From an optimization exercise on the open Yosys and OpenROAD flow, aimed at small area and a short achievable clock period; shortcuts taken in it are not production practice.
Where RTL was checked, it was by simulation tests only, not by an equivalence proof against the original.
No activity file was given, so power comes from the tool's default toggle rates.

pepper:
// lampFPU_FMA
module lampFPU_FMA( clk,rst,
sign_op1_i,mant_op1_i,exp_op1_i,isZ_op1_i,isInf_op1_i, isSNAN_op1_i, isQNAN_op1_i,
sign_op2_i,mant_op2_i,exp_op2_i,isZ_op2_i,isInf_op2_i, isSNAN_op2_i, isQNAN_op2_i,
sign_op3_i,mant_op3_i,exp_op3_i,isInf_op3_i, isSNAN_op3_i, isQNAN_op3_i,
doFMU_i,is_mult_sub_i,is_add_sub_i,  
res_sign_o,res_mant_o, res_exp_o,
is_Overflow_o,is_Underflow_o,is_to_round_o,valid_o
);
input clk,rst;
input [F_SIGN-1:0]          sign_op1_i;
input [(F_MANT-1)+1:0]      mant_op1_i;  
input [(F_EXP-1)+1:0]       exp_op1_i;
input                       isZ_op1_i;
input						isInf_op1_i;
input						isSNAN_op1_i;
input						isQNAN_op1_i;
input [F_SIGN-1:0]          sign_op2_i;
input [(F_MANT-1)+1:0]      mant_op2_i;  
input [(F_EXP-1)+1:0]       exp_op2_i;
input                       isZ_op2_i;
input						isInf_op2_i;
input						isSNAN_op2_i;
input						isQNAN_op2_i;
input [F_SIGN-1:0]          sign_op3_i;
input [(F_MANT-1)+1:0]      mant_op3_i;  
input [(F_EXP+1)-1:0]       exp_op3_i;
input						isInf_op3_i;
input						isSNAN_op3_i;
input						isQNAN_op3_i;
input                       doFMU_i;
input                       is_mult_sub_i;
input                       is_add_sub_i;
output logic [F_SIGN-1:0]          res_sign_o;
output logic [5+(F_MANT-1):0]      res_mant_o;  
output logic [F_EXP-1:0]           res_exp_o;
output logic                       is_Overflow_o;
output logic                       is_Underflow_o;
  ...
==> flow/config.mk <==
export PLATFORM = sky130hd
export DESIGN_NAME = lampFPU_FMA
export DESIGN_NICKNAME = lampFPU_FMA
export VERILOG_FILES = /design/flow/design.v
export SDC_FILE = /design/flow/constraint.sdc
export NUM_CORES = 4
export LEC_CHECK = 0
export CAP_MARGIN = 20
export CORE_MARGIN = 2
export CORE_UTILIZATION = 40
export SETUP_SLACK_MARGIN = 4
export SLEW_MARGIN = 20
==> flow/constraint.sdc <==
create_clock -name core_clock -period 10.0 [get_ports {clk}]
set_input_delay 2.0000 -clock core_clock [delete_from_list [all_inputs] [get_ports {clk}]]
set_output_delay 2.0000 -clock core_clock [all_outputs]
set_load 0.01 [all_outputs]
run.sh (not shown) runs the stock make flow with config.mk's settings and CLKGATE_MAP_FILE= SYNTH_SCRIPT=/design/flow/synth_recipe.tcl, a recipe that flattens the netlist after the stock synthesis.
Both conditions hold for pepper: the flow ran to the end and the final layout passed the timing, design-rule and antenna checks.
[inputs] onyx vs pepper
Settings: changing SETUP_SLACK_MARGIN from 4 to 3.
Notes after the runs:
- Reported for pepper and onyx, area after synthesis turned out identical to the last digit.
- Of the two values seen for critical-path cell with the highest stage delay, sky130_fd_sc_hd__or4_4 was produced by onyx and sky130_fd_sc_hd__o211ai_1 by pepper.
- From pepper to onyx the numbers moved as follows: power share of the combinational group fell by 2.6 points, via count fell by about 4.5%, sequential share of layout area rose by 1.4 points, number of buffer and inverter stages on the critical path fell by 2.
--- input diff onyx..tundra ---
Settings: ABC_AREA now 1, previously not set.
==> flow/flow/run.sh (new file) <==
#!/bin/bash
# Standard layout, except that the port buffers are buf_2 cells instead of
# the delay-cell buffers buffer_ports picks by default. Every port still gets a buffer.
set -euo pipefail
bash standard.sh BUFFER_PORTS_ARGS="-buffer_cell sky130_fd_sc_hd__buf_2" finish > standard_make.log 2>&1
==> flow/standard.sh (new file) <==
#!/bin/bash
# synth_recipe.tcl (not shown) runs the flow's synth.tcl, then flattens the netlist and writes it again
# the make line also repeats each setting of config.mk as NAME=value (left out here)
make -C /OpenROAD-flow-scripts/flow DESIGN_CONFIG=/design/flow/config.mk WORK_HOME=/design/flow/orfs CLKGATE_MAP_FILE= SYNTH_SCRIPT=/design/flow/synth_recipe.tcl "${@:-finish}"
removed: flow/run.sh
--- outcome ---
tundra: worst setup slack 200 ps above onyx. For tundra, the largest family of logic cells by synthesized area was simple AND/OR/NAND/NOR gates, unlike onyx, where it was compound AO/OA/AOI/OAI gates. Comparing tundra and onyx, the lower utilization after layout is on tundra. Changes observed in tundra relative to onyx: clock network power share went up; total routing usage reported by global routing fell by 1.9 points; post-synthesis instance total went up by 337. Taking onyx as the reference, in tundra final net count increased 310, core area went up 3.9%.
diff inputs: tundra => fjord
Settings: SETUP_SLACK_MARGIN removed (was 3); ABC_AREA removed (was 1).
==> flow/run.sh (new file) <==
#!/bin/bash
# synth_recipe.tcl (not shown) runs the flow's synth.tcl, then flattens the netlist and writes it again
# the make line also repeats each setting of config.mk as NAME=value (left out here)
make -C /OpenROAD-flow-scripts/flow DESIGN_CONFIG=/design/flow/config.mk WORK_HOME=/design/flow/orfs CLKGATE_MAP_FILE= SYNTH_SCRIPT=/design/flow/synth_recipe.tcl finish
removed: flow/flow/run.sh
removed: flow/standard.sh
==> summary.txt <==
Delta (fjord minus tundra): final standard cell utilization of the core increased 2.5 points, power share of the clock group fell by 0.9 points, die area -about 3.5%.
Every stage of the flow completed for fjord, and the final layout passed the timing, design-rule and antenna checks.
From tundra to fjord the numbers moved as follows: number of violations reported at the end of detailed-routing iteration 0 went up by 96, clock skew went up by 6.7 ps, wire length reported by the detailed router went up by 1.1 mm, part of the total power dissipated in combinational logic went up by 2.2 points.
Re number of cells produced by synthesis: tundra and fjord aren't equal, and the lower value belongs to fjord.
Here is what was changed in the inputs of raven compared with fjord.
Settings: SETUP_SLACK_MARGIN: unset -> 3.5.
==> comparison <==
- As of raven, design area had risen by a little under 10% compared to fjord.
- [raven] ratio of cells with drive above 1 in the final layout rose 9.4 points relative to fjord
- Changes observed in raven relative to fjord: largest stage delay on the critical path has decreased; number of fillers in the final layout lower; worst hold-check slack saw an increase; critical path depth climbed about 3.6%.
Function was not checked in any run of this note: the RTL went through the layout flow alone.


== v11 ==
Another version of the RTL of lampFPU_FMA (not shown whole).
Size: about 1,600 cells after synthesis, about 84 flip-flops, roughly 95 I/O pins.
Settings: LEC_CHECK=0, ABC_AREA=1, CAP_MARGIN=20, CORE_MARGIN=2, CORE_UTILIZATION=40, CTS_BUF_LIST=sky130_fd_sc_hd__clkbuf_8, CTS_CLUSTER_DIAMETER=150, CTS_CLUSTER_SIZE=40, SETUP_SLACK_MARGIN=4, SLEW_MARGIN=20, TNS_END_PERCENT=10; clock period 10.0 ns.
standard.sh (not shown) runs the stock make flow with config.mk's settings and CLKGATE_MAP_FILE= SYNTH_SCRIPT=/design/flow/synth_recipe.tcl, a recipe that flattens the netlist after the stock synthesis.
==> flow/flow/run.sh <==
#!/bin/bash
# Standard layout, except that the port buffers are buf_1 cells instead of
# the delay-cell buffers buffer_ports picks by default. Every port still gets a buffer.
set -euo pipefail
bash standard.sh BUFFER_PORTS_ARGS="-buffer_cell sky130_fd_sc_hd__buf_1" finish > standard_make.log 2>&1
v11 went all the way through the flow, and no timing, DRC or antenna check failed.
Input-level comparison between v22 and v11:
# v11
export LEC_CHECK = 0
export ABC_AREA = 1
export CAP_MARGIN = 20
export CORE_MARGIN = 2
export CORE_UTILIZATION = 40
export CTS_BUF_LIST = sky130_fd_sc_hd__clkbuf_8
export CTS_CLUSTER_DIAMETER = 150
export CTS_CLUSTER_SIZE = 40
export SETUP_SLACK_MARGIN = 4
export SLEW_MARGIN = 20
export TNS_END_PERCENT = 10
create_clock -name core_clock -period 10.0 [get_ports {clk}]
# v22
export LEC_CHECK = 0
export ABC_AREA = 1
export CAP_MARGIN = 20
export CORE_MARGIN = 2
export CORE_UTILIZATION = 40
export CTS_BUF_LIST = sky130_fd_sc_hd__clkbuf_8
export GPL_ROUTABILITY_DRIVEN = 0
export SETUP_SLACK_MARGIN = 4
export SLEW_MARGIN = 20
export TNS_END_PERCENT = 10
create_clock -name core_clock -period 10.0 [get_ports {clk}]
--- outcome ---
v22 finished every stage and its layout cleared the timing, design-rule and antenna checks.
Looking at capture point of the worst path, the prod_r[15]$_SDFF_PP0_ result is from v11; the res_exp_o[3]$_SDFF_PP0_ one comes from v22.
| routed metal-1 wire length | v22 vs v11 | 1.1% higher |
Going from v11 to v22, worst slack at placement now sits higher, cell-internal power grew by about 6%, clock period minus worst slack picked up an extra 11 ps, number of top-level design ports shows no meaningful change.
Changes in v40 relative to v22:
# v22
export LEC_CHECK = 0
export ABC_AREA = 1
export CAP_MARGIN = 20
export CORE_MARGIN = 2
export CORE_UTILIZATION = 40
export CTS_BUF_LIST = sky130_fd_sc_hd__clkbuf_8
export GPL_ROUTABILITY_DRIVEN = 0
export SETUP_SLACK_MARGIN = 4
export SLEW_MARGIN = 20
export TNS_END_PERCENT = 10
create_clock -name core_clock -period 10.0 [get_ports {clk}]
# v40
export LEC_CHECK = 0
export ABC_AREA = 1
export CAP_MARGIN = 20
export CORE_MARGIN = 2
export CORE_UTILIZATION = 50
export CTS_BUF_LIST = sky130_fd_sc_hd__clkbuf_8
export SETUP_SLACK_MARGIN = 4
export SLEW_MARGIN = 20
export TNS_END_PERCENT = 10
create_clock -name core_clock -period 10.0 [get_ports {clk}]
[summary]
v40: flow completed, timing, DRC and antenna clean
Diff v22 -> v40: post-cts sizing count rose by 8.3%; signed area change from the synthesized netlist to the final layout moved down; utilization moved up.
Per the comparison of v40 with v22, number of cells on the worst reg-to-reg path shows a reduction of 3; first-pass GRT wire length shows an increase of about 3%; share of total power in the clock network shows an increase of 0.8 points.
> inputs changed (v40 -> v27)
# v40
export LEC_CHECK = 0
export ABC_AREA = 1
export CAP_MARGIN = 20
export CORE_MARGIN = 2
export CORE_UTILIZATION = 50
export CTS_BUF_LIST = sky130_fd_sc_hd__clkbuf_8
export SETUP_SLACK_MARGIN = 4
export SLEW_MARGIN = 20
export TNS_END_PERCENT = 10
create_clock -name core_clock -period 10.0 [get_ports {clk}]
# v27
export LEC_CHECK = 0
export ABC_AREA = 1
export CAP_MARGIN = 20
export CORE_MARGIN = 2
export CORE_UTILIZATION = 40
export SETUP_SLACK_MARGIN = 3
export SLEW_MARGIN = 20
create_clock -name core_clock -period 10.0 [get_ports {clk}]
### Flow results
Post-route fraction of the period consumed by the critical path in v27 vs v40: up 5.9 points. Power consumption down 0.37 mW in v27 wrt v40. Compared v27 vs v40, and signal arrival time at the worst endpoint is up in v27. v27 ends up with a fill cell total of the finished layout that is 792 higher than in v40. Final wirelength of v27 falls short of that of v40 by a little under 10%. v27 against v40; cell area after placement is up slightly. v27: number of cells upsized or downsized after cts lower than v40. In v27, least setup slack across all paths after layout is lower than in v40. v27: largest driver fanout on the critical path 8 above v40.

-- port drivers added, routing unchanged --
No port has a modelled driver above. Below, the same layouts with a new extraction and two added sets of constraints.
Step 1 (the two cells are an assumption about what drives the block):
set clk [get_ports {clk}]
set_driving_cell -lib_cell sky130_fd_sc_hd__clkbuf_16 $clk
set_driving_cell -lib_cell sky130_fd_sc_hd__buf_2 [delete_from_list [all_inputs] $clk]
Step 2 also shifts input and output timing later by t, the mid clock arrival at the registers, as if the neighbouring blocks saw the same clock.
Slacks: ideal / step 1 / step 2; pairs: ideal / step 1.
| run | shift t [ns] | setup WS [ns] | clock arrival spread, ns |
|---|---|---|---|
| pepper | 0.396 | 3.667 / 3.667 / 3.667 | 0.012 / 0.011 |
| onyx | 0.393 | 3.307 / 3.307 / 3.023 | 0.012 / 0.012 |
| tundra | 0.383 | 3.505 / 3.529 / 3.146 | 0.006 / 0.006 |
| fjord | 0.393 | 1.293 / 1.293 / 1.293 | 0.013 / 0.013 |
| raven | 0.402 | 3.550 / 3.550 / 3.435 | 0.022 / 0.022 |
| v11 | 0.405 | 4.252 / 4.269 / 3.863 | 0.006 / 0.007 |
| v22 | 0.408 | 4.241 / 4.241 / 3.861 | 0.013 / 0.013 |
| v40 | 0.405 | 4.154 / 4.173 / 3.767 | 0.009 / 0.009 |
| v27 | 0.392 | 3.565 / 3.587 / 3.195 | 0.008 / 0.007 |
After both steps setup and hold are still met in every run listed. For v11, which loses most, drivers alone change the setup slack by +0.017 ns; drivers and shift together by -0.389 ns.
